This is an optimization exercise on Yosys and OpenROAD, whose aim is a short achievable clock period and few clock cycles, not a production implementation. Function was checked by simulation only, so behaviour that the tests miss may differ from the original. Power figures rest on the tool's default switching activity, not on a simulated workload.

<file path="constraint.sdc">
create_clock -name core_clock -period 8.0 [get_ports {clk}]
set_input_delay 1.6000 -clock core_clock [delete_from_list [all_inputs] [get_ports {clk}]]
set_output_delay 1.6000 -clock core_clock [all_outputs]
set_load 0.01 [all_outputs]
</file>
<file path="run.sh">
#!/bin/bash
# synth_recipe.tcl (not shown) runs the flow's synth.tcl, then flattens the netlist and writes it again
# the make line also repeats each setting of config.mk as NAME=value (left out here)
make -C /OpenROAD-flow-scripts/flow DESIGN_CONFIG=/design/flow/config.mk WORK_HOME=/design/flow/orfs CLKGATE_MAP_FILE= SYNTH_SCRIPT=/design/flow/synth_recipe.tcl finish
</file>
<file path="design.v">
module mips_pipeline (
  input         clk,
  input         reset,
  output [31:0] imem_addr,
  input  [31:0] imem_data,
  output [31:0] dmem_addr,
  output [31:0] dmem_wdata,
  output        dmem_we,
  input  [31:0] dmem_rdata
);
reg  [29:0] pc;                        
reg         v_d;
reg  [31:0] ins_d;
reg         pred_d;
reg  [29:0] pc4_d;
reg         pok_d;
reg         beq_e, pred_e;
reg         rw_e, ld_e, sw_e, mem_e;
reg  [4:0]  dst_e;
reg  [29:0] alt_e;
reg  [29:0] tgt_e;                     
reg         pfix_e;                    
reg  [31:0] ap_e;                      
reg  [31:0] bp_e;                      
reg  [31:0] rp_e;                      
reg         fam_e, bam_e, fbm_e;       
reg         fan_e, ban_e, fbn_e;       
reg         sub_e, and_e, or_e, ar_e, slt_e;
reg         subn_e;                    
reg         rw_m, ld_m, sw_m;
reg         mis_m;                     
reg  [29:0] alt_m;                     
reg  [4:0]  dst_m;
reg  [31:0] alu_m, sd_m;
reg  [31:0] da_m;                      
reg         rw_w;
reg  [4:0]  dst_w;
reg  [31:0] wbd;
reg  [31:0] rf [1:31];
assign imem_addr = {pc, 2'b00};
wire [29:0] pc_inc = pc + 30'd1;
wire [5:0]  f_op   = imem_data[31:26];
wire        f_j    = (f_op == 6'h02);
wire        f_beq  = (f_op == 6'h04);
wire        f_pred = f_j | (f_beq & (imem_data[15] | (imem_data[25:21] == imem_data[20:16])));
wire [10:0] f_lo   = {1'b0, pc[9:0]} + {1'b0, imem_data[9:0]} + 11'd1;
wire        f_pok  = imem_data[15] ? (f_lo[10] & (&imem_data[15:10]))
                                   : (~f_lo[10] & ~(|imem_data[15:10]));
wire [29:0] f_tgt  = f_j ? {pc_inc[29:26], imem_data[25:0]} : {pc[29:10], f_lo[9:0]};
wire [29:0] f_npc  = f_pred ? f_tgt : pc_inc;
wire [5:0] op    = ins_d[31:26];
wire [4:0] rs    = ins_d[25:21];
wire [4:0] rt    = ins_d[20:16];
wire [4:0] rd    = ins_d[15:11];
wire [5:0] funct = ins_d[5:0];
wire [31:0] simm = {{16{ins_d[15]}}, ins_d[15:0]};
wire is_r    = (op == 6'h00);
wire is_addi = (op == 6'h08);
wire is_lw   = (op == 6'h23);
wire is_sw   = (op == 6'h2b);
wire is_beq  = (op == 6'h04);
wire use_rs = is_r | is_addi | is_lw | is_sw | is_beq;
wire use_rt = is_r | is_sw | is_beq;
wire [4:0] dst_d = is_r ? rd : rt;
wire rw_d = (is_r | is_addi | is_lw) && (dst_d != 5'd0);
wire [29:0] brt_d = pc4_d + simm[29:0];      
wire sub_d = is_r & (funct == 6'h22 || funct == 6'h2a);
wire stall = v_d && ld_e &&
             ((use_rs && rs == dst_e) || (use_rt && rt == dst_e));
wire [31:0] wb_rs = (rw_w && dst_w == rs) ? wbd : rf[rs];
wire [31:0] wb_rt = (rw_w && dst_w == rt) ? wbd : rf[rt];
wire [31:0] rsv_d = (rs == 5'd0) ? 32'd0 : wb_rs;
wire [31:0] rtv_d = (rt == 5'd0) ? 32'd0 : wb_rt;
wire [31:0] mem_val = ld_m ? dmem_rdata : alu_m;
wire fa_m = rw_e && dst_e == rs;
wire fb_m = rw_e && dst_e == rt;
wire fa_k = rw_m && dst_m == rs;
wire fb_k = rw_m && dst_m == rt;
wire [31:0] ap_d = fa_k ? mem_val : rsv_d;
wire [31:0] rp_d = fb_k ? mem_val : rtv_d;
wire [31:0] bp_d = is_r ? (rp_d ^ {32{sub_d}}) : simm;
wire [31:0] a  = {fan_e ? ap_e[31:16] : alu_m[31:16],
                  fam_e ? alu_m[15:0] : ap_e[15:0]};
wire [31:0] bf = {fbn_e ? rp_e[31:16] : alu_m[31:16],
                  fbm_e ? alu_m[15:0] : rp_e[15:0]};
wire [31:0] bx = {ban_e ? bp_e[31:16] : (alu_m[31:16] ^ {16{~subn_e}}),
                  bam_e ? (alu_m[15:0] ^ {16{sub_e}}) : bp_e[15:0]};
wire [31:0] sum;
wire        cout;
ks_add32 u_add (.a(a), .b(bx), .ci(sub_e), .s(sum), .co(cout));
wire [31:0] res = ({32{and_e}} & (a & bx)) |
                  ({32{or_e}}  & (a | bx)) |
                  ({32{ar_e}}  & sum) |
                  {31'd0, slt_e & ~cout};
wire eq_rr = (ap_e == rp_e);
wire eq_mr = (alu_m == rp_e);
wire eq_rm = (ap_e == alu_m);
wire eq = fam_e ? (fbm_e | eq_mr) : (fbm_e ? eq_rm : eq_rr);
wire ex_mis      = beq_e & ((eq != pred_e) | (pfix_e & eq));
wire redirect    = mis_m;
wire id_go       = v_d & ~stall & ~redirect;
always @(posedge clk) begin
  if (reset)            pc <= 30'd0;
  else if (redirect)    pc <= alt_m;
  else if (!stall)      pc <= f_npc;
  if (reset || redirect)    v_d <= 1'b0;
  else if (!stall)          v_d <= 1'b1;
  if (!stall) begin
    ins_d  <= imem_data;
    pred_d <= f_pred;
    pc4_d  <= pc_inc;
    pok_d  <= f_pok;
  end
  if (reset || !id_go) begin
    beq_e <= 1'b0; rw_e <= 1'b0; ld_e <= 1'b0; sw_e <= 1'b0; mem_e <= 1'b0;
  end else begin
    beq_e <= is_beq;
    rw_e  <= rw_d;
    ld_e  <= is_lw & rw_d;
    sw_e  <= is_sw;
    mem_e <= is_sw | is_lw;
  end
  pred_e <= pred_d;
  dst_e  <= dst_d;
  alt_e  <= pred_d ? pc4_d : brt_d;
  tgt_e  <= brt_d;
  pfix_e <= is_beq & pred_d & ~pok_d;
  ap_e   <= ap_d;
  bp_e   <= bp_d;
  rp_e   <= rp_d;
  fam_e  <= fa_m;
  fbm_e  <= fb_m;
  bam_e  <= is_r & fb_m;
  fan_e  <= ~fa_m;
  fbn_e  <= ~fb_m;
  ban_e  <= ~(is_r & fb_m);
  sub_e  <= sub_d;
  subn_e <= ~sub_d;
  and_e  <= is_r & (funct == 6'h24);
  or_e   <= is_r & (funct == 6'h25);
  ar_e   <= ~is_r | (funct == 6'h20) | (funct == 6'h22);
  slt_e  <= is_r & (funct == 6'h2a);
  if (reset || redirect) begin
    rw_m <= 1'b0; ld_m <= 1'b0; sw_m <= 1'b0; mis_m <= 1'b0;
  end else begin
    rw_m <= rw_e; ld_m <= ld_e; sw_m <= sw_e; mis_m <= ex_mis;
  end
  alt_m <= (pfix_e & eq) ? tgt_e : alt_e;
  dst_m <= dst_e;
  alu_m <= res;
  da_m  <= sum & {32{mem_e}};
  sd_m  <= bf;
  if (reset) rw_w <= 1'b0;
  else       rw_w <= rw_m;
  dst_w <= dst_m;
  wbd   <= mem_val;
  if (rw_w) rf[dst_w] <= wbd;
end
assign dmem_addr  = da_m;
assign dmem_wdata = sd_m;
assign dmem_we    = sw_m;
endmodule
module ks_add32 (
  input  [31:0] a,
  input  [31:0] b,
  input         ci,
  output [31:0] s,
  output        co
);
wire [31:0] p = a ^ b;
wire [31:0] g0 = a & b;
reg  [31:0] g, t;
integer i, k;
always @(*) begin
  g = g0;
  t = p;
  g[0] = g0[0] | (p[0] & ci);
  for (k = 1; k < 32; k = k * 2)
    for (i = 31; i >= k; i = i - 1) begin
      g[i] = g[i] | (t[i] & g[i-k]);
      t[i] = t[i] & t[i-k];
    end
end
assign s  = p ^ {g[30:0], ci};
assign co = g[31];
endmodule
</file>
<file path="config.mk">
export PLATFORM = sky130hd
export DESIGN_NAME = mips_pipeline
export DESIGN_NICKNAME = mips_pipeline
export VERILOG_FILES = /design/flow/design.v
export SDC_FILE = /design/flow/constraint.sdc
export NUM_CORES = 4
export LEC_CHECK = 0
export ABC_CLOCK_PERIOD_IN_PS = 2500
export CAP_MARGIN = 20
export CORE_MARGIN = 2
export CORE_UTILIZATION = 70
export SETUP_SLACK_MARGIN = 5
export SLEW_MARGIN = 20
</file>
==> flow_summary.toml, run 1 <==
[outcome]
outcome = "finished clean"

[floorplan]
die_h_um = 316
die_width_um = 316
start_util_pct = 70.6
die_area_um2 = 100000
ios = 163
core_region_area_um2 = 96700
placementRows = 114

[synthesis]
syn_inst = 4518
synth_edf_count = 1056
ys_types = 84
synth_common_cells = "1056 x edfxtp_1, 508 x mux4_2, 394 x dfxtp_1, 284 x nor2_1, 203 x a21oi_1"
yosysTopAreaCellShare_pct = 46.5
synth_area_leaders = "edfxtp_1 46%, mux4_2 17%, dfxtp_1 12%"
synthFlopType = "edfxtp_1"
yosysTopAreaCell = "edfxtp_1"
ys_warn_count = 2
ys_async_sr_fraction_pct = 0
ys_seq_elements = 1450
syn-cell-area_um2 = 68200
synth-seq-area-share_pct = 58.0
syn_avg_cell_area_um2 = 15.1
synthMostInstantiatedCell = "edfxtp_1"

[sta]
timing.final.crit_period_ps = 3430
finClkSkew_ps = 28.8
rsz0062_at_grt = "yes"
finalSetupViolCount = 0
fin_ws_ps = 4570
final.period_utilization_pct = 42.8
fmax_mhz = 292
fin_tns_setup_ps = 0
worstMarginPinSlew_ps = 1240
final_max_slew_viol_count = 0
max_slew_margin_pct = 17.3
finalHoldViolCount = 0

[setup_path]
cp_data_arrival_time_ps = 4090
worstPathRequired_ps = 8660
setup.worst_path.class = "reg2reg"
cpPeakStageDelay_ps = 390
reg2reg_depth = 14
setup.worst_path.start_class = "flip-flop"
crit_path_top_delay_cell = "fa_2"
worstPathMaxFanout = 4
cp-end-kind = "flip-flop"
cp_cell_sequence = "mux2_4, fa_2, fa_2, a211oi_2, o21bai_1, a21oi_2, o311a_1, a211oi_4, buf_4, o21ai_4, a21oi_4, buf_4, a211o_1, o211ai_1"

[clock_network]
cts_htree_levels = 4
cts_root_buf = "clkbuf_16"
clk_pin_slew_ps = 70
clkLatencyLatePin_ps = 780
clock_sinks = 1450
cts_buffers = 147
cts_tree = "yes"
hold_buffers = 0
clk_path_buf_depth = 3

[drt]
routedWlPerCell_um = 36.4
vias_per_cell = 7.59
routed_wl_mm = 226
antenna_left = 0
drtIter0Drc = 8007
first_pass_iters = 8
vias = 47100
drc_errors = 0

[global_routing]
grt_max_degree = 72
antenna_found_initial = 2
grt_pass1_wl_mm = 314
grt_pass1_vias = 46100
track_usage_pct = 44.4
grt_overflow = 0

[hold_path]
worstHoldPathType = "reg2reg"
min_path_cells = 0

[place]
place.gp.congestion = 0.918
numPortBuffers = 160
place_ws_ps = 3520
place_area_um2 = 71300
hpwl_mm = 119

[cells_and_area]
area_growth_pct = 17.2
diodes = 0
final_util_pct = 82.7
final_area_um2 = 80000
drive_above_1_share_pct = 31.5
fin_nets = 4995

[power]
p_leak_nw = 28.4
powerDensity_nw_per_um2 = 242
vdd_ir_drop_max_mv = 0.289

[run]
drv_cap = 0
[through the flow]
stage	total power [mW]	cells	hold WS, ps
2_1_floorplan	11.0	4519	346
3_3_place_gp	12.0	5749	388
3_5_place_dp	12.1	5749	389
4_1_cts	19.0	6137	394
5_1_grt	19.7	6210	405
6_report	19.3	6210	381
[timing repair]
item / in CTS / in global routing
setup endpoints to repair: 399 / 225
pin swaps: 75 / 69
cloned: 15 / 15
setup buffers: 111 / 58
resized for setup: 513 / 157
[final timing paths]
| check | slack [ps] | from | endpoint |
|---|---|---|---|
| worst max register to register | 4570 | fam_e | alu_m[0] |
| worst max-delay path | 4570 | fam_e | alu_m[0] |
| worst min-delay path | 380 | dst_e[0] | dst_m[0] |
| worst min register to register | 380 | dst_e[0] | dst_m[0] |
[where the power goes]
| group | switching [mW] | internal, mW | total (mW) | leakage [nW] |
|---|---|---|---|---|
| clock | 2.98 | 3.88 | 6.86 | 2.32 |
| sequential | 0.863 | 9.00 | 9.86 | 13.0 |
| combinational | 1.47 | 1.15 | 2.63 | 13.1 |
[sequential cells by signal (all words and copies together), names as in the netlist, 5 cells and up, named ones only]
name / count
sd_m: 32
rf: 992
rp_e: 32
wbd: 32
pc: 30
dst_e: 5
da_m: 32
alt_e: 30
ins_d: 32
tgt_e: 30
bp_e: 32
pc4_d: 30
dst_m: 5
alt_m: 30
dst_w: 5
ap_e: 32
alu_m: 32
[cells by family after synthesis]
group	count (synthesis)	synth area share, %
flops	1450	58.0
mux	858	22.3
compound gates	733	7.14
simple gates	710	4.82
buf+inv	433	2.73
xor+xnor	225	2.89
fa+ha+maj	108	2.02
other cells	1	0.00550
[metal layers]
layer | GRT usage (%) | wire (µm) | vias to the layer above
met5 | 0 | 43 | -
li1 | - | - | 18500
met1 | 56.2 | 72500 | 23400
met2 | 68.2 | 105000 | 4282
met4 | 29.8 | 18200 | 6
met3 | 11.7 | 31000 | 1029
[final cells by class]
cell class,instances,area (µm²)
clock buffers,198,4120
repair buffers,439,4670
well taps,1276,1600
flip-flops and latches,1450,39800
fillers,4794,16700
multi-input cells,2643,28700
clock inverters,64,576
inverters,140,541
[placed cells by master (no fill, tap or decap), types with 93 or more instances in the layout]
master	count
xnor2_1	117
xor2_1	93
nand2_1	159
nor2_1	242
clkbuf_16	162
mux2_2	105
a211oi_1	128
mux4_2	508
buf_4	192
a21oi_1	157
inv_1	133
dfxtp_1	318
mux2i_1	193
edfxtp_1	1056
[critical path, delay by kind of cell (launching register included)]
family | cells | cell delay, ps
AO/OA/AOI/OAI | 9 | 1540
adder cells (fa/ha/maj) | 2 | 760
buffers and inverters | 2 | 320
multiplexers | 1 | 330
flip-flops | 1 | 380
Testbench counts, summed over its fixed seeds: cycles 19,971.
==> run 2: changes to the inputs <==
--- a/config.mk
+++ b/config.mk
@@ -8,6 +8,8 @@
 export ABC_CLOCK_PERIOD_IN_PS = 2500
 export CAP_MARGIN = 20
 export CORE_MARGIN = 2
-export CORE_UTILIZATION = 70
+export CORE_UTILIZATION = 62
+export CTS_CLUSTER_DIAMETER = 100
+export CTS_CLUSTER_SIZE = 30
 export SETUP_SLACK_MARGIN = 5
 export SLEW_MARGIN = 20
==> flow_summary.toml, run 2 <==
[setup_path]
cp_data_arrival_time_ps = 3920
reg2reg_depth = 14
worstPathMaxFanout = 3
r2r_end = "alu_m[16]"
worstPathRequired_ps = 8600
cpPeakStageDelay_ps = 410
cp-end-kind = "flip-flop"
crit_buf_inv = 2
r2r_setup_slack_ps = 4690
cp_cell_sequence = "mux2_4, fa_2, fa_2, a211oi_2, o21bai_1, a21oi_2, buf_4, buf_6, o31a_1, o21a_1, o21bai_1, a21oi_2, xnor2_1, a221o_1"
startpoint = "fam_e"
setup.worst_path.start_class = "flip-flop"
rr_startpoint = "fam_e"
setup.worst_path.class = "reg2reg"
crit_path_top_delay_cell = "fa_2"
crit_family = "compound AO/OA/AOI/OAI gates"

[clock_network]
cts_root_buf = "clkbuf_16"
cts_htree_levels = 2
cts_tree = "yes"
clkLatencyLatePin_ps = 720
clk_pin_slew_ps = 120
clk_path_buf_depth = 3
cts_buffers = 55
clock_sinks = 1450

[drt]
vias_per_cell = 7.07
first_pass_iters = 6
antenna_left = 0
routed_wl_mm = 207
vias = 43600
drc_errors = 0
drtIter0Drc = 6238
routedWlPerCell_um = 33.5

[synthesis]
synth_common_cells = "1056 x edfxtp_1, 508 x mux4_2, 394 x dfxtp_1, 284 x nor2_1, 203 x a21oi_1"
synth-seq-area-share_pct = 58.0
syn-cell-area_um2 = 68200
ys_types = 84
synth_edf_count = 1056
syn_inst = 4518
yosysTopAreaCellShare_pct = 46.5
synthMostInstantiatedCell = "edfxtp_1"
syn_avg_cell_area_um2 = 15.1
ys_async_sr_fraction_pct = 0
ys_warn_count = 2
synthFlopType = "edfxtp_1"
ys_seq_elements = 1450
synth_area_leaders = "edfxtp_1 46%, mux4_2 17%, dfxtp_1 12%"
yosysTopAreaCell = "edfxtp_1"

[place]
hpwl_mm = 119
place_area_um2 = 71600
numPortBuffers = 160
place_ws_ps = 3500
place.gp.congestion = 0.919

[cells_and_area]
regMostFlops = "rf"
nFillCells = 7285
largest_reg_flops = 992
drive_above_1_share_pct = 28.1
final_util_pct = 70.1
final_common_cell = "edfxtp_1"
fin_nets = 4885
final_area_um2 = 76400
diodes = 0
layout_common_cells = "1056 x edfxtp_1, 508 x mux4_2, 325 x dfxtp_1"
area_growth_pct = 12.0

[hold_path]
min_path_cells = 0
hold-path-endpoint = "dst_m[2]"
worstHoldPathType = "reg2reg"
min_from = "dst_e[2]"

[run]
drv_cap = 0

[power]
vdd_ir_drop_max_mv = 0.175
powerDensity_nw_per_um2 = 209
p_leak_nw = 26.6

[floorplan]
start_util_pct = 62.6
die_area_um2 = 113000
die_width_um = 336
placementRows = 121
core_region_area_um2 = 109000
ios = 163
die_h_um = 336

[sta]
final_max_slew_viol_count = 0
finalSetupViolCount = 0
fmax_mhz = 302
fin_ws_ps = 4690
max_slew_margin_pct = 26.1
finalHoldViolCount = 0
worstMarginPinSlew_ps = 1110
timing.final.crit_period_ps = 3310
finClkSkew_ps = 31.1
fin_tns_setup_ps = 0
rsz0062_at_grt = "yes"
final.period_utilization_pct = 41.4

[global_routing]
grt_pass1_wl_mm = 293
grt_overflow = 0
track_usage_pct = 36.4
grt_max_degree = 65
antenna_found_initial = 4
grt_pass1_vias = 42200

[outcome]
outcome = "finished clean"
run 2: cell counts after synthesis:
No cell type changed its count.
run 2: kinds of logic (layout without fill, tap and decap cells):
kind of cell             Yosys count  in the layout  synth area share (%)
AND/OR/NAND/NOR                  710            719                  4.82
multiplexers                     858            858                  22.3
other                              1              2               0.00550
flip-flops                      1450           1450                  58.0
adder cells (fa/ha/maj)          108            108                  2.02
AO/OA/AOI/OAI                    733            733                  7.14
buffers and inverters            433            648                  2.73
XOR/XNOR                         225            225                  2.89
run 2: worst register-to-register path, stage by stage, from the launching register on:
cell	delay (ps)
dfxtp_4	400
mux2_4	320
fa_2	410
fa_2	380
a211oi_2	190
o21bai_1	100
a21oi_2	190
buf_4	150
buf_6	100
o31a_1	170
o21a_1	180
o21bai_1	90
a21oi_2	150
xnor2_1	80
a221o_1	290
run 2: how the worst max path moves through the flow:
stage,endpoint,slack [ps],cells past startpoint
after floorplan,pok_d,4380,12
after global placement,pok_d,3570,14
after detailed placement,pc[16],3500,9
after CTS,alu_m[20],4720,12
after global routing,alu_m[20],4560,13
final,alu_m[16],4690,14
run 2: what timing repair did:
item	CTS	global route
setup endpoints to repair	365	146
pin swaps	60	51
endpoints found under the hold margin	0	0
hold buffers	0	0
buffers inserted	100	51
gates cloned	19	6
resized for setup	446	126
run 2: power by group:
| group | leakage, nW | total [mW] | internal (mW) | switching, mW |
|---|---|---|---|---|
| Combinational | 12.9 | 2.53 | 1.10 | 1.43 |
| Sequential | 13.0 | 9.78 | 8.99 | 0.794 |
| Clock | 0.771 | 3.65 | 1.37 | 2.28 |
run 2: final cells by class:
| type | count | area (µm²) | area share (%) |
|---|---|---|---|
| Tap cell | 1414 | 1770 | 2.31 |
| Timing Repair Buffer | 419 | 4290 | 5.61 |
| Inverter | 140 | 543 | 0.710 |
| Clock buffer | 82 | 1550 | 2.03 |
| Clock inverter | 7 | 65.1 | 0.0851 |
| Sequential cell | 1450 | 39800 | 52.1 |
| Multi-Input combinational cell | 2645 | 28400 | 37.2 |
run 2: per-layer routing:
layer / vias to the layer above / wire length [µm] / track usage [%]
li1: 18100 / - / -
met1: 22300 / 77500 / 50.8
met2: 2692 / 95400 / 56.3
met3: 463 / 22000 / 6.15
met4: 6 / 11600 / 17.6
met5: - / 36 / 0
run 2: per-stage QoR:
step | hold WS [ps] | std cells | total power, mW
final | 401 | 6157 | 16.0
after global routing | 418 | 6157 | 16.4
after CTS | 402 | 6100 | 15.9
after detailed placement | 387 | 5892 | 12.1
after global placement | 389 | 5891 | 12.1
after floorplan | 346 | 4519 | 11.0
==> run 3: changes to the inputs <==
--- a/config.mk
+++ b/config.mk
@@ -13,3 +13,5 @@
 export CTS_CLUSTER_SIZE = 30
 export SETUP_SLACK_MARGIN = 5
 export SLEW_MARGIN = 20
+export SYNTH_HIERARCHICAL = 1
+export SYNTH_MINIMUM_KEEP_SIZE = 0
==> flow_summary.toml, run 3 <==
[outcome]
outcome = "finished clean"

[synthesis]
ys_seq_elements = 1450
syn_avg_cell_area_um2 = 15.2
synth_common_cells = "1056 x edfxtp_1, 510 x mux4_2, 394 x dfxtp_1, 254 x nor2_1, 200 x a21oi_1"
synthMostInstantiatedCell = "edfxtp_1"
yosysTopAreaCellShare_pct = 46.6
synthFlopType = "edfxtp_1"
synth_area_leaders = "edfxtp_1 47%, mux4_2 17%, dfxtp_1 12%"
syn-cell-area_um2 = 68000
synth-seq-area-share_pct = 58.2
yosysTopAreaCell = "edfxtp_1"
syn_inst = 4486
ys_async_sr_fraction_pct = 0
synth_edf_count = 1056
ys_warn_count = 8
ys_types = 83

[drt]
first_pass_iters = 6
antenna_left = 0
routedWlPerCell_um = 33.9
vias = 43500
vias_per_cell = 7.15
routed_wl_mm = 207
drc_errors = 0
drtIter0Drc = 6057

[clock_network]
clk_path_buf_depth = 3
cts_htree_levels = 2
cts_root_buf = "clkbuf_16"
cts_buffers = 55
cts_tree = "yes"
clk_pin_slew_ps = 120
clkLatencyLatePin_ps = 740
hold_buffers = 0
clock_sinks = 1450

[sta]
finClkSkew_ps = 28.2
fmax_mhz = 308
final.period_utilization_pct = 40.6
timing.final.crit_period_ps = 3250
finalHoldViolCount = 0
fin_tns_setup_ps = 0
rsz0062_at_grt = "yes"
max_slew_margin_pct = 24.0
final_max_slew_viol_count = 0
worstMarginPinSlew_ps = 1140
finalSetupViolCount = 0

[global_routing]
grt_pass1_vias = 42200
track_usage_pct = 36.4
grt_max_degree = 105
grt-busiest-layer = "met2"
grt_overflow = 0
grtUsageMet2_pct = 58.6
grt_pass1_wl_mm = 293
antenna_found_initial = 3
use_met3_pct = 6.95
use_met1_pct = 49.7

[setup_path]
r2r_end = "alu_m[28]"
setup.worst_path.start_class = "flip-flop"
crit_path_top_delay_cell = "dfxtp_4"
cpPeakStageDelay_ps = 400
cp_data_arrival_time_ps = 3860
cp_common_cell = "fa_2"
setup.worst_path.class = "reg2reg"
cp-end-kind = "flip-flop"
reg2reg_depth = 12
worstPathMaxFanout = 4
rr_startpoint = "fam_e"
crit_buf_inv = 1
crit_family = "compound AO/OA/AOI/OAI gates"
cp_cell_sequence = "mux2_4, fa_2, fa_2, a21o_1, a221o_1, a41oi_4, buf_12, nor4_4, o32ai_2, xnor2_1, a22oi_1, nand2_1"
worstPathRequired_ps = 8610
r2r_setup_slack_ps = 4750

[floorplan]
die_h_um = 335
start_util_pct = 62.5
die_area_um2 = 112000
placementRows = 121
core_region_area_um2 = 109000
ios = 163
die_width_um = 335

[power]
power_frac_comb_pct = 15.2
p_leak_nw = 26.4
p_sw_mw = 4.59
seqPwrFrac_pct = 61.9
swShare_pct = 28.7
total_power_mw = 16.0
powerDensity_nw_per_um2 = 211
p_clk_share_pct = 22.8
p_int_mw = 11.4
vdd_ir_drop_max_mv = 0.277

[cells_and_area]
regMostFlops = "rf"
diodes = 0
final_common_cell = "edfxtp_1"
area_growth_pct = 11.5
largest_reg_flops = 992
drive_above_1_share_pct = 27.8
fin_nets = 4770
nFillCells = 7355
layout_common_cells = "1056 x edfxtp_1, 510 x mux4_2, 325 x dfxtp_1"

[place]
hpwl_mm = 123
numPortBuffers = 160
place.gp.congestion = 0.923

[hold_path]
min_from = "dst_e[1]"
hold-path-endpoint = "dst_m[1]"
worstHoldPathType = "reg2reg"
min_path_cells = 0

[run]
drv_cap = 0
-- run 3: per-stage QoR --
step / setup WS [ps] / hold WS, ps / instance area, µm² / instances / utilization, %
4_1_cts: 4680 / 405 / 74700 / 6040 / 68.7
5_1_grt: 4640 / 417 / 75800 / 6090 / 69.7
3_5_place_dp: 3620 / 388 / 71200 / 5841 / 65.4
6_report: 4750 / 404 / 75800 / 6090 / 69.7
2_1_floorplan: 4460 / 373 / 68200 / 4487 / -
3_3_place_gp: 3590 / 389 / 71200 / 5841 / 65.4
-- run 3: how the worst max path moves through the flow --
| stage | start | end | slack [ps] | cells after the start |
|---|---|---|---|---|
| finish | fam_e | alu_m[28] | 4750 | 12 |
| global route | fam_e | alu_m[0] | 4640 | 13 |
| CTS | fam_e | alu_m[28] | 4680 | 12 |
| detailed placement | imem_data[0] | pok_d | 3620 | 12 |
| global placement | imem_data[0] | pok_d | 3590 | 12 |
| floorplan | imem_data[0] | pok_d | 4460 | 11 |
-- run 3: repair_timing --
item	CTS	global route
pin swaps	32	50
buffers inserted	85	45
gates cloned	10	5
gates resized for setup	386	153
hold endpoints to repair	0	0
setup endpoints to repair	349	175
-- run 3: logic make-up (layout without fill, tap and decap cells) --
logic type               count (synthesis)  in the layout  share of synthesized area, %
AO/OA/AOI/OAI                          757            758                          7.34
other                                    1              2                       0.00551
flip-flops                            1450           1450                          58.2
adder cells (fa/ha/maj)                 75             75                          1.42
multiplexers                           868            868                          22.6
buffers and inverters                  372            558                          2.40
XOR/XNOR                               221            221                          2.85
AND/OR/NAND/NOR                        742            744                          5.15
-- run 3: worst reg2reg max path: stages (launching register included) --
cell     delay (ps)
dfxtp_4         400
mux2_4          320
fa_2            370
fa_2            350
a21o_1          190
a221o_1         360
a41oi_4         190
buf_12          160
nor4_4           50
o32ai_2         370
xnor2_1         140
a22oi_1         180
nand2_1          70
-- run 3: layout make-up --
| cell class | count | area, µm² | share of cell area (%) |
|---|---|---|---|
| Inverter | 69 | 282 | 0.371 |
| Timing Repair Buffer | 385 | 4090 | 5.39 |
| Clock buffer | 96 | 1550 | 2.05 |
| Clock inverter | 8 | 87.6 | 0.115 |
| Sequential cell | 1450 | 39800 | 52.5 |
| Tap cell | 1414 | 1770 | 2.33 |
| Multi-Input combinational cell | 2668 | 28300 | 37.3 |
-- run 3: Yosys stat by module, one instance, submodules excluded --
module	flops+latches	cell area [µm²]	copies in the design
mips_pipeline	1450	66200	1
ks_add32	0	1820	1
-- run 3: metal layers --
metal	wire length, µm	share of wire [%]
met1	75900	37
met2	98800	48
met3	22200	11
met4	9810	4.7
met5	21	0.010
-- run 3: power by group through the flow --
stage,Sequential (mW),Combinational (mW),Clock (mW)
2_1_floorplan,9.69,1.41,0
3_3_place_gp,10.1,2.10,0
3_5_place_dp,10.1,2.11,0
4_1_cts,9.88,2.29,3.69
5_1_grt,9.99,2.57,3.93
6_report,9.91,2.44,3.66
==> run 4: changes to the inputs <==
--- a/config.mk
+++ b/config.mk
@@ -11,6 +11,7 @@
 export CORE_UTILIZATION = 62
 export CTS_CLUSTER_DIAMETER = 100
 export CTS_CLUSTER_SIZE = 30
+export PLACE_DENSITY = 0.66
 export SETUP_SLACK_MARGIN = 5
 export SLEW_MARGIN = 20
 export SYNTH_HIERARCHICAL = 1
==> flow_summary.toml, run 4 <==
[synthesis]
yosysTopAreaCellShare_pct = 46.6
synth-simple-area-share_pct = 5.15
synth_edf_count = 1056
synthFlopType = "edfxtp_1"
ys_warn_count = 8
syn_avg_cell_area_um2 = 15.2
yosysTopAreaCell = "edfxtp_1"
synthAdderAreaFrac_pct = 1.42
synth_mux_area_share_pct = 22.6
ys_async_sr_fraction_pct = 0
synth_top_family_by_area = "multiplexers"
syn_inst = 4486
syn-cell-area_um2 = 68000
synth-seq-area-share_pct = 58.2
ys_seq_elements = 1450
synth_common_cells = "1056 x edfxtp_1, 510 x mux4_2, 394 x dfxtp_1, 254 x nor2_1, 200 x a21oi_1"
synth_compound_area_share_pct = 7.34
synth_area_leaders = "edfxtp_1 47%, mux4_2 17%, dfxtp_1 12%"
synth-xor-area-share_pct = 2.85
synthMostInstantiatedCell = "edfxtp_1"
ys_types = 83

[floorplan]
die_width_um = 335
core_region_area_um2 = 109000
die_area_um2 = 112000
start_util_pct = 62.5
placementRows = 121
ios = 163
die_h_um = 335

[setup_path]
cp_cell_sequence = "mux2_4, fa_2, fa_2, a21o_1, a221o_1, a41oi_4, buf_12, nor4_4, o32ai_2, xnor2_1, a22oi_1, nand2_1"
cp_data_arrival_time_ps = 3860
worstPathMaxFanout = 4
crit_path_top_delay_cell = "dfxtp_4"
cpPeakStageDelay_ps = 400
crit_buf_inv = 1
crit_family = "compound AO/OA/AOI/OAI gates"
setup.worst_path.class = "reg2reg"
worstPathRequired_ps = 8610
cp-end-kind = "flip-flop"
cp_common_cell = "fa_2"
setup.worst_path.start_class = "flip-flop"

[cells_and_area]
regMostFlops = "rf"
diodes = 0
drive_above_1_share_pct = 27.8
final_area_um2 = 75800
largest_reg_flops = 992
final_common_cell = "edfxtp_1"
layout_common_cells = "1056 x edfxtp_1, 510 x mux4_2, 325 x dfxtp_1"
area_growth_pct = 11.5
fin_nets = 4770

[sta]
final.period_utilization_pct = 40.6
finalHoldViolCount = 0
fin_tns_setup_ps = 0
worstMarginPinSlew_ps = 1140
rsz0062_at_grt = "yes"
finClkSkew_ps = 28.2
fmax_mhz = 308
max_slew_margin_pct = 24.0
finalSetupViolCount = 0
final_max_slew_viol_count = 0
whs_ps = 404
timing.final.crit_period_ps = 3250

[clock_network]
clkLatencyLatePin_ps = 740
cts_tree = "yes"
clk_path_buf_depth = 3
cts_htree_levels = 2
clk_pin_slew_ps = 120
cts_buffers = 55
clock_sinks = 1450
cts_root_buf = "clkbuf_16"

[global_routing]
grt_pass1_wl_mm = 293
grt_pass1_vias = 42200
antenna_found_initial = 3
grt_overflow = 0
track_usage_pct = 36.4
grt_max_degree = 105

[drt]
routed_wl_mm = 207
vias_per_cell = 7.15
vias = 43500
antenna_left = 0
drc_errors = 0
routedWlPerCell_um = 33.9
drtIter0Drc = 6057
first_pass_iters = 6

[outcome]
outcome = "finished clean"

[place]
place_area_um2 = 71200
place.gp.congestion = 0.923
hpwl_mm = 123
numPortBuffers = 160

[power]
power_frac_comb_pct = 15.2
swShare_pct = 28.7
p_leak_nw = 26.4
p_clk_share_pct = 22.8
seqPwrFrac_pct = 61.9
vdd_ir_drop_max_mv = 0.277
powerDensity_nw_per_um2 = 211
p_sw_mw = 4.59
p_int_mw = 11.4

[run]
drv_cap = 0

[hold_path]
worstHoldPathType = "reg2reg"
==> run 4: layout make-up <==
type                       instances  area (µm²)
sequential                      1450       39800
clock buffer                      96        1550
inverter                          69         282
timing repair buffer             385        4090
multi-input combinational       2668       28300
clock inverter                     8        87.6
tap                             1414        1770
fill                            7355       33000
==> run 4: worst reg2reg max path: stages, from the launching register on <==
cell	delay, ps
dfxtp_4	400
mux2_4	320
fa_2	370
fa_2	350
a21o_1	190
a221o_1	360
a41oi_4	190
buf_12	160
nor4_4	50
o32ai_2	370
xnor2_1	140
a22oi_1	180
nand2_1	70
==> run 4: routing by layer <==
metal	part of all wire, %	global-route usage (%)
met1	37	49.7
met2	48	58.6
met3	11	6.95
met4	4.7	14.3
met5	0.010	0
==> run 4: worst paths after layout <==
check,startpoint,endpoint,slack [ps],depth (start not counted)
worst max-delay path,fam_e,alu_m[28],4750,12
worst min-delay path,dst_e[1],dst_m[1],400,0
worst max register to register,fam_e,alu_m[28],4750,12
worst min register to register,dst_e[1],dst_m[1],400,0
==> run 4: metrics by stage <==
| step | worst slack (ps) | power (mW) | instances | util (%) |
|---|---|---|---|---|
| 2_1_floorplan | 4460 | 11.1 | 4487 | - |
| 3_3_place_gp | 3590 | 12.2 | 5841 | 65.4 |
| 3_5_place_dp | 3620 | 12.2 | 5841 | 65.4 |
| 4_1_cts | 4680 | 15.9 | 6040 | 68.7 |
| 5_1_grt | 4640 | 16.5 | 6090 | 69.7 |
| 6_report | 4750 | 16.0 | 6090 | 69.7 |
==> run 4: modules after synthesis, one instance, submodules excluded <==
module,area [µm²],cells inside,flip-flops and latches,times used
ks_add32,1820,258,0,1
mips_pipeline,66200,4228,1450,1
==> run 4: logic make-up after synthesis <==
kind of cell / Yosys count
buffers and inverters: 372
AOI/OAI and AO/OA: 757
other: 1
DFF: 1450
and+or+nand+nor: 742
adders and majority gates: 75
muxes: 868
xor gates and xnor gates: 221
==> run 4: timing repair <==
item | CTS | global route
hold buffers | 0 | 0
setup buffers | 85 | 45
setup endpoints to repair | 349 | 175
pin swaps | 32 | 50
gates resized for setup | 386 | 153
cloned | 10 | 5
==> run 4: power groups by stage <==
stage,Combinational (mW),Sequential (mW),Clock (mW)
after floorplan,1.41,9.69,0
after global placement,2.10,10.1,0
after detailed placement,2.11,10.1,0
after CTS,2.29,9.88,3.69
after global routing,2.57,9.99,3.93
final,2.44,9.91,3.66
==> run 5: changes to the inputs <==
--- a/config.mk
+++ b/config.mk
@@ -9,9 +9,6 @@
 export CAP_MARGIN = 20
 export CORE_MARGIN = 2
 export CORE_UTILIZATION = 62
-export CTS_CLUSTER_DIAMETER = 100
-export CTS_CLUSTER_SIZE = 30
-export PLACE_DENSITY = 0.66
 export SETUP_SLACK_MARGIN = 5
 export SLEW_MARGIN = 20
 export SYNTH_HIERARCHICAL = 1
==> flow_summary.toml, run 5 <==
[place]
hpwl_mm = 123
numPortBuffers = 160
place.gp.congestion = 0.923

[sta]
max_slew_margin_pct = 22.8
finalHoldViolCount = 0
rsz0062_at_grt = "yes"
final.period_utilization_pct = 40.8
final_max_slew_viol_count = 0
timing.final.crit_period_ps = 3260
worstMarginPinSlew_ps = 1160
fin_tns_setup_ps = 0
finClkSkew_ps = 27.3
whs_ps = 397
fmax_mhz = 307
finalSetupViolCount = 0

[cells_and_area]
area_growth_pct = 16.6
drive_above_1_share_pct = 30.4
final_common_cell = "edfxtp_1"
largest_reg_flops = 992
regMostFlops = "rf"
layout_common_cells = "1056 x edfxtp_1, 510 x mux4_2, 324 x dfxtp_1"
fin_nets = 4857

[clock_network]
cts_htree_levels = 4
clk_pin_slew_ps = 60
cts_buffers = 149
cts_tree = "yes"
clock_sinks = 1450
hold_buffers = 0
cts_root_buf = "clkbuf_16"
clk_path_buf_depth = 3
clkLatencyLatePin_ps = 760

[power]
p_leak_nw = 28.0
powerDensity_nw_per_um2 = 245
p_clk_share_pct = 36.3
vdd_ir_drop_max_mv = 0.209
p_int_mw = 14.2
seqPwrFrac_pct = 51.0
p_sw_mw = 5.22
power_frac_comb_pct = 12.7
swShare_pct = 26.8

[drt]
vias = 44400
antenna_left = 0
routedWlPerCell_um = 33.8
drtIter0Drc = 6127
routed_wl_mm = 211
drc_errors = 0
vias_per_cell = 7.08
first_pass_iters = 5

[synthesis]
ys_warn_count = 8
ys_async_sr_fraction_pct = 0
yosysTopAreaCellShare_pct = 46.6
synthMostInstantiatedCell = "edfxtp_1"
yosysTopAreaCell = "edfxtp_1"
synth_common_cells = "1056 x edfxtp_1, 510 x mux4_2, 394 x dfxtp_1, 254 x nor2_1, 200 x a21oi_1"
ys_seq_elements = 1450
synth-seq-area-share_pct = 58.2
syn_inst = 4486
ys_types = 83
synth_area_leaders = "edfxtp_1 47%, mux4_2 17%, dfxtp_1 12%"
syn_avg_cell_area_um2 = 15.2
synth_edf_count = 1056
syn-cell-area_um2 = 68000
synthFlopType = "edfxtp_1"

[floorplan]
start_util_pct = 62.5
die_width_um = 335
placementRows = 121
die_h_um = 335
die_area_um2 = 112000
ios = 163
core_region_area_um2 = 109000

[setup_path]
setup.worst_path.class = "reg2reg"
crit_path_top_delay_cell = "dfxtp_4"
worstPathRequired_ps = 8630
setup.worst_path.start_class = "flip-flop"
cp_cell_sequence = "mux2_4, fa_2, fa_2, a21o_1, a221o_1, a41oi_4, buf_12, nor4_4, o32ai_2, xnor2_1, a22oi_1, nand2_1"
cp-end-kind = "flip-flop"
worstPathMaxFanout = 4
cp_data_arrival_time_ps = 3890
cp_common_cell = "fa_2"
cpPeakStageDelay_ps = 380

[global_routing]
grt_max_degree = 91
grt_pass1_vias = 43300
grt_overflow = 0
antenna_found_initial = 4
track_usage_pct = 37.1
grt_pass1_wl_mm = 298

[run]
drv_cap = 0

[hold_path]
worstHoldPathType = "reg2reg"

[outcome]
outcome = "finished clean"
==> run 5: cell types whose count changed in the layout (fill, tap and decap cells not counted), sizes merged, moves of 3 or more <==
cell	change
clkbuf	+118
clkinv	+42
bufinv	+16
diode	+6
buf	-5
inv	+3
==> run 5: area by class of cell <==
type                    count  area [µm²]
repair buffers            379        4170
diodes                      6        15.0
well taps                1414        1770
clock inverters            67         779
multi-input cells        2667       28400
flip-flops and latches   1450       39800
clock buffers             210        4160
fillers                  6956       29500
inverters                  69         277
==> run 5: worst paths after layout <==
check                 from   endpoint  slack [ps]  cells after the start
hold reg to reg   dst_e[1]   dst_m[1]         400                      0
setup / recovery     fam_e  alu_m[28]        4740                     12
hold / removal    dst_e[1]   dst_m[1]         400                      0
setup reg to reg     fam_e  alu_m[28]        4740                     12
==> run 5: critical path, delay by kind of cell (launching register included) <==
family	cells	cell delay, ps
mux	1	320
fa+ha+maj	2	740
buf+inv	1	150
xor+xnor	1	150
simple gates	2	120
flops	1	380
compound gates	5	1300
==> run 5: power by group through the flow <==
stage	Sequential (mW)	Clock [mW]	Combinational, mW
2_1_floorplan	9.69	0	1.41
3_3_place_gp	10.1	0	2.10
3_5_place_dp	10.1	0	2.11
4_1_cts	9.90	7.10	2.28
5_1_grt	10.0	7.40	2.59
6_report	9.92	7.06	2.48
==> run 5: cell families (layout without fill, tap and decap cells) <==
group	Yosys count	in the layout	share of synthesized area, %
flops	1450	1450	58.2
mux	868	868	22.6
compound gates	757	758	7.34
simple gates	742	743	5.15
buf+inv	372	725	2.40
xor+xnor	221	221	2.85
fa+ha+maj	75	75	1.42
other cells	1	8	0.00551
==> run 5: stage by stage <==
stage / std cells / setup WS (ps) / cell area (µm²) / total power [mW] / util (%)
detailed placement: 5841 / 3620 / 71200 / 12.2 / 65.4
global placement: 5841 / 3590 / 71200 / 12.2 / 65.4
global route: 6256 / 4650 / 79300 / 20.0 / 72.9
CTS: 6203 / 4700 / 77900 / 19.3 / 71.6
finish: 6262 / 4740 / 79300 / 19.5 / 72.9
floorplan: 4487 / 4460 / 68200 / 11.1 / -
==> run 5: metal layers <==
metal  vias to the layer above  global-route usage (%)  part of all wire [%]
li1                      18400                       -                     -
met1                     22600                    50.0                    36
met2                      2789                    58.9                    48
met3                       552                    7.42                    11
met4                         2                    16.9                   5.2
met5                         -                       0                0.0061
==> run 5: modules after synthesis (local to each module, per instance) <==
module / flip-flops and latches / copies in the design
ks_add32: 0 / 1
mips_pipeline: 1450 / 1
==> run 5: repair_timing <==
item	CTS	global route
cloned	9	9
endpoints found under the hold margin	0	0
setup endpoints to repair	351	196
setup buffers	76	44
resized for setup	399	186
pin swaps	34	50
==> run 6: changes to the inputs <==
--- a/config.mk
+++ b/config.mk
@@ -8,7 +8,7 @@
 export ABC_CLOCK_PERIOD_IN_PS = 2500
 export CAP_MARGIN = 20
 export CORE_MARGIN = 2
-export CORE_UTILIZATION = 62
+export CORE_UTILIZATION = 55
 export SETUP_SLACK_MARGIN = 5
 export SLEW_MARGIN = 20
 export SYNTH_HIERARCHICAL = 1
==> flow_summary.toml, run 6 <==
[clock_network]
clock_sinks = 1450
hold_buffers = 0
cts_buffers = 154
cts_tree = "yes"
clk_path_buf_depth = 3
clkLatencyLatePin_ps = 790
clk_pin_slew_ps = 70
cts_htree_levels = 4
cts_root_buf = "clkbuf_16"

[sta]
timing.final.crit_period_ps = 3320
final.period_utilization_pct = 41.4
fin_ws_ps = 4680
finalHoldViolCount = 0
rsz0062_at_grt = "yes"
final_max_slew_viol_count = 0
fin_tns_setup_ps = 0
max_slew_margin_pct = 24.3
fmax_mhz = 302
finalSetupViolCount = 0
finClkSkew_ps = 21.6
worstMarginPinSlew_ps = 1130

[setup_path]
setup.worst_path.start_class = "flip-flop"
crit_buf_inv = 1
crit_family = "compound AO/OA/AOI/OAI gates"
r2r_end = "alu_m[28]"
reg2reg_depth = 12
rr_startpoint = "fam_e"
worstPathRequired_ps = 8680
setup.worst_path.class = "reg2reg"
r2r_setup_slack_ps = 4680
cp_common_cell = "fa_2"
cp-end-kind = "flip-flop"
cp.depth = 12
worstPathMaxFanout = 7
crit_path_top_delay_cell = "fa_2"
cp_data_arrival_time_ps = 4000
cp_cell_sequence = "mux2_4, fa_2, fa_2, a21o_1, a221o_1, a41oi_4, buf_12, nor4_4, o32ai_2, xnor2_1, a22oi_1, nand2_1"
cpPeakStageDelay_ps = 400

[power]
p_leak_nw = 28.1
powerDensity_nw_per_um2 = 245
vdd_ir_drop_max_mv = 0.247

[cells_and_area]
nFillCells = 8952
layout_common_cells = "1056 x edfxtp_1, 510 x mux4_2, 334 x dfxtp_1"
area_growth_pct = 16.9
largest_reg_flops = 992
final-seq-area_um2 = 39800
regMostFlops = "rf"
final_common_cell = "edfxtp_1"
fin_nets = 4872
drive_above_1_share_pct = 30.2
multi_input_area_um2 = 28300

[synthesis]
ys_seq_elements = 1450
ys_async_sr_fraction_pct = 0
synth_area_leaders = "edfxtp_1 47%, mux4_2 17%, dfxtp_1 12%"
syn-cell-area_um2 = 68000
syn_avg_cell_area_um2 = 15.2
synthFlopType = "edfxtp_1"
synth_edf_count = 1056
syn_inst = 4486
ys_types = 83
yosysTopAreaCellShare_pct = 46.6
synth_common_cells = "1056 x edfxtp_1, 510 x mux4_2, 394 x dfxtp_1, 254 x nor2_1, 200 x a21oi_1"
synthMostInstantiatedCell = "edfxtp_1"
yosysTopAreaCell = "edfxtp_1"
synth-seq-area-share_pct = 58.2
ys_warn_count = 8

[floorplan]
core_region_area_um2 = 123000
die_width_um = 356
die_area_um2 = 127000
ios = 163
start_util_pct = 55.2
placementRows = 129
die_h_um = 356

[drt]
vias = 43500
antenna_left = 0
routed_wl_mm = 214
vias_per_cell = 6.71
drtIter0Drc = 5721
first_pass_iters = 8
drc_errors = 0
routedWlPerCell_um = 33.0

[place]
hpwl_mm = 126
place_ws_ps = 3570
place.gp.congestion = 0.896
numPortBuffers = 160

[hold_path]
hold-path-endpoint = "dst_m[3]"
min_path_cells = 0
min_from = "dst_e[3]"
worstHoldPathType = "reg2reg"

[global_routing]
grt_max_degree = 97
antenna_found_initial = 3
grt_pass1_wl_mm = 303
track_usage_pct = 33.7
grt_pass1_vias = 42800
grt_overflow = 0

[outcome]
outcome = "finished clean"

[run]
drv_cap = 0
run 6: changes by cell type in the layout (fill, tap and decap cells not counted), moves of 12 or more:
cell             previous run  this run
clkdlybuf4s15_1             0        37
clkbuf_1                   45        23
dfxtp_2                    30        18
buf_2                       6        18
dlygate4sd2_1              77        31
clkbuf_16                 162       174
run 6: how the worst max path moves through the flow:
stage | startpoint | to | slack, ps
floorplan | imem_data[0] | pok_d | 4460
global placement | imem_data[0] | pok_d | 3560
detailed placement | imem_data[0] | pok_d | 3570
CTS | fam_e | alu_m[28] | 4660
global route | fam_e | alu_m[28] | 4580
finish | fam_e | alu_m[28] | 4680
run 6: timing repair:
| item | in CTS | in global routing |
|---|---|---|
| setup buffers | 82 | 38 |
| resized for setup | 474 | 140 |
| cloned | 11 | 4 |
| endpoints found under the hold margin | 0 | 0 |
| endpoints found under the setup margin | 455 | 170 |
| pin swaps | 34 | 44 |
run 6: area by class of cell:
class	count	area share, %
Multi-Input combinational cell	2669	35.5
Tap cell	1637	2.57
Timing Repair Buffer	387	5.18
Clock inverter	72	0.728
Sequential cell	1450	50.0
Antenna cell	2	0.00629
Clock buffer	204	5.63
Inverter	69	0.349
run 6: cell families after synthesis:
group           share of synthesized area, %
simple gates                            5.15
fa+ha+maj                               1.42
flops                                   58.2
xor+xnor                                2.85
mux                                     22.6
buf+inv                                 2.40
compound gates                          7.34
other cells                          0.00551
run 6: stage by stage:
step	std cells	hold WS [ps]	utilization (%)	power [mW]	cell area [µm²]
2_1_floorplan	4487	373	-	11.1	68200
3_3_place_gp	6077	391	58.1	12.2	71600
3_5_place_dp	6077	390	58.1	12.3	71600
4_1_cts	6446	399	63.8	19.5	78600
5_1_grt	6488	405	64.6	20.1	79600
6_report	6490	392	64.6	19.5	79600
run 6: power by group:
part | internal, mW | switching [mW]
clock | 4.16 | 2.98
sequential | 9.01 | 0.662
combinational | 1.08 | 1.61
total | 14.3 | 5.25
run 6: routing by layer:
layer	vias to the layer above	share of wire (%)	global-route usage (%)	wire length, µm
met5	-	0.012	0	25
met4	4	4.5	13.9	9680
met3	431	8.2	5.32	17600
met2	2145	47	53.4	101000
met1	22600	40	46.7	85400
li1	18400	-	-	-
run 6: modules after synthesis (local to each module, per instance):
module	area (µm²)	flip-flops and latches	copies in the design	cells inside
ks_add32	1820	0	1	258
mips_pipeline	66200	1450	1	4228
==> run 7: changes to the inputs <==
--- a/config.mk
+++ b/config.mk
@@ -8,7 +8,9 @@
 export ABC_CLOCK_PERIOD_IN_PS = 2500
 export CAP_MARGIN = 20
 export CORE_MARGIN = 2
-export CORE_UTILIZATION = 55
+export CORE_UTILIZATION = 66
+export CTS_CLUSTER_DIAMETER = 80
+export CTS_CLUSTER_SIZE = 24
 export SETUP_SLACK_MARGIN = 5
 export SLEW_MARGIN = 20
 export SYNTH_HIERARCHICAL = 1
==> flow_summary.toml, run 7 <==
[outcome]
outcome = "finished clean"

[setup_path]
cp_data_arrival_time_ps = 3900
startpoint = "fam_e"
r2r_end = "alu_m[30]"
cp-end-kind = "flip-flop"
setup.worst_path.start_class = "flip-flop"
crit_end = "alu_m[30]"
worstPathRequired_ps = 8620
rr_startpoint = "fam_e"
r2r_setup_slack_ps = 4720
cp_cell_sequence = "mux2_4, fa_2, fa_2, a21o_1, a221o_1, a41oi_4, buf_6, a211oi_4, or4_4, nand3_2, a22oi_1, nand2_1"
setup.worst_path.class = "reg2reg"
reg2reg_depth = 12
cp_common_cell = "fa_2"
worstPathMaxFanout = 3
cpPeakStageDelay_ps = 420
crit_path_top_delay_cell = "or4_4"

[drt]
wl_met1_mm = 72.7
drc_errors = 0
antenna_left = 0
top_layer = "met5"
drtIter0Drc = 6771
routedWlPerCell_um = 34.0
vias_per_cell = 7.33
vias = 44300
route.met3.wl_mm = 23.6
route.met2.wl_mm = 96.6
routed_wl_mm = 206
first_pass_iters = 7

[clock_network]
cts_buffers = 72
hold_buffers = 0
clock_sinks = 1450
cts_htree_levels = 3
cts_root_buf = "clkbuf_16"
clk_path_buf_depth = 3
clkLatencyLatePin_ps = 710
clk_pin_slew_ps = 100
cts_tree = "yes"

[floorplan]
core_region_area_um2 = 102000
die_h_um = 325
placementRows = 117
die_area_um2 = 106000
ios = 163
die_width_um = 325
start_util_pct = 66.7

[power]
vdd_ir_drop_max_mv = 0.242
powerDensity_nw_per_um2 = 218
p_leak_nw = 26.7

[place]
dpl.cell_count = 5799
place_ws_ps = 3550
hpwl_mm = 120
place.gp.congestion = 0.933
numPortBuffers = 160

[synthesis]
ys_seq_elements = 1450
syn_inst = 4486
synth_area_leaders = "edfxtp_1 47%, mux4_2 17%, dfxtp_1 12%"
synth_common_cells = "1056 x edfxtp_1, 510 x mux4_2, 394 x dfxtp_1, 254 x nor2_1, 200 x a21oi_1"
syn-cell-area_um2 = 68000
synth_edf_count = 1056
syn_avg_cell_area_um2 = 15.2
yosysTopAreaCellShare_pct = 46.6
synthMostInstantiatedCell = "edfxtp_1"
ys_warn_count = 8
ys_async_sr_fraction_pct = 0
yosysTopAreaCell = "edfxtp_1"
synth-seq-area-share_pct = 58.2
synthFlopType = "edfxtp_1"
ys_types = 83

[sta]
final.period_utilization_pct = 41.0
worstMarginPinSlew_ps = 1220
rsz0062_at_grt = "yes"
timing.final.crit_period_ps = 3280
whs_ps = 394
finClkSkew_ps = 42.4
fmax_mhz = 305
fin_tns_setup_ps = 0
max_slew_margin_pct = 18.7
finalSetupViolCount = 0
finalHoldViolCount = 0
final_max_slew_viol_count = 0
fin_ws_ps = 4720

[global_routing]
grt_pass1_wl_mm = 289
antenna_found_initial = 3
grt_pass1_vias = 42300
grt_max_degree = 84
track_usage_pct = 38.0
grt_overflow = 0

[run]
drv_cap = 0

[cells_and_area]
final_cell_count_no_fill = 6044
drive_above_1_share_pct = 28.1
area_growth_pct = 11.9
largest_reg_flops = 992
layout_common_cells = "1056 x edfxtp_1, 510 x mux4_2, 325 x dfxtp_1"
final_common_cell = "edfxtp_1"
nFillCells = 6297
fin_nets = 4772
regMostFlops = "rf"

[hold_path]
worstHoldPathType = "reg2reg"
run 7: cell counts after synthesis:
No cell type changed its count.
run 7: how the worst min path moves through the flow:
stage / startpoint / endpoint / slack [ps] / depth (start not counted)
3_3_place_gp: dst_m[3] / dst_w[3] / 380 / 0
6_report: dst_e[1] / dst_m[1] / 390 / 0
5_1_grt: dst_e[1] / dst_m[1] / 400 / 0
4_1_cts: dst_m[4] / dst_w[4] / 390 / 0
3_5_place_dp: dst_m[3] / dst_w[3] / 390 / 0
2_1_floorplan: dst_e[2] / dst_m[2] / 370 / 0
run 7: layout make-up:
| type | instances | area, µm² | share of cell area [%] |
|---|---|---|---|
| flip-flops and latches | 1450 | 39800 | 52.2 |
| diodes | 1 | 2.50 | 0.00329 |
| clock buffers | 105 | 2030 | 2.67 |
| multi-input cells | 2667 | 28300 | 37.2 |
| inverters | 69 | 273 | 0.358 |
| clock inverters | 13 | 141 | 0.186 |
| well taps | 1368 | 1710 | 2.25 |
| repair buffers | 371 | 3900 | 5.12 |
run 7: logic make-up after synthesis:
kind of cell | Yosys count | share of synthesized area (%)
AO/OA/AOI/OAI | 757 | 7.34
XOR/XNOR | 221 | 2.85
adder cells (fa/ha/maj) | 75 | 1.42
buffers and inverters | 372 | 2.40
flip-flops | 1450 | 58.2
multiplexers | 868 | 22.6
other | 1 | 0.00551
AND/OR/NAND/NOR | 742 | 5.15
run 7: worst max-delay path, delay by kind of cell (launching register included):
family | cells | cell delay (ps)
compound gates | 5 | 990
fa+ha+maj | 2 | 760
buf+inv | 1 | 180
flops | 1 | 390
mux | 1 | 320
simple gates | 3 | 580
run 7: through the flow:
step / instance area [µm²] / util, % / power [mW]
floorplan: 68200 / - / 11.1
global placement: 71100 / 69.7 / 12.1
detailed placement: 71100 / 69.7 / 12.2
CTS: 74600 / 73.1 / 16.3
global route: 76200 / 74.6 / 17.0
finish: 76200 / 74.6 / 16.6
run 7: timing repair:
item / CTS / global route
cloned: 5 / 9
buffers inserted: 58 / 54
setup endpoints to repair: 362 / 211
endpoints found under the hold margin: 0 / 0
gates resized for setup: 323 / 205
pin swaps: 32 / 50
run 7: layer usage:
layer	track usage [%]	up-vias
met2	59.6	3203
met3	7.19	618
met4	19.4	2
li1	-	18100
met5	0	-
met1	51.5	22400
run 7: power breakdown:
| part | switching, mW | total, mW | internal [mW] |
|---|---|---|---|
| clock network | 2.37 | 4.22 | 1.85 |
| logic | 1.44 | 2.51 | 1.07 |
| registers | 0.862 | 9.87 | 9.01 |
| total | 4.68 | 16.6 | 11.9 |
run 7: Yosys stat by module (local to each module, per instance):
module,cells inside,times used
mips_pipeline,4228,1
ks_add32,258,1

static timing again, ports no longer ideal:
The flow's constraints put no driver on any port. The routed layouts listed below were extracted and timed again, unchanged, in two steps.
Step 1 sets driving cells, clkbuf_16 on the clock port and buf_2 on the other inputs (assumed; they add their load-dependent delay and slew).
Step 2, shift: input delay + t, output delay - t, t = (earliest + latest rising clock arrival at the registers) / 2. This alone moves slack from input paths to output paths.
Three values: ideal, step 1, step 2; two values: the first two.
run	t (ns)	slack for setup (ns)	hold slack, ns	worst data-port slew with drivers (ns)	pins driven straight from the clock port
run 1	0.850	4.573 / 4.573 / 4.051	0.381 / 0.381 / 0.381	0.06	1
run 2	0.789	4.690 / 4.690 / 4.091	0.401 / 0.401 / 0.401	0.06	1
run 3	0.801	4.749 / 4.749 / 4.090	0.404 / 0.404 / 0.404	0.06	1
run 4	0.801	4.749 / 4.749 / 4.090	0.404 / 0.404 / 0.404	0.06	1
run 5	0.823	4.738 / 4.738 / 4.060	0.397 / 0.397 / 0.397	0.06	1
run 6	0.867	4.684 / 4.684 / 4.151	0.392 / 0.392 / 0.392	0.06	1
run 7	0.762	4.721 / 4.721 / 4.072	0.394 / 0.394 / 0.394	0.06	1
After both steps setup and hold are still met in every run listed. The setup slack of run 5, which loses most, moves by 0.000 ns with the drivers and by -0.678 ns with both steps.
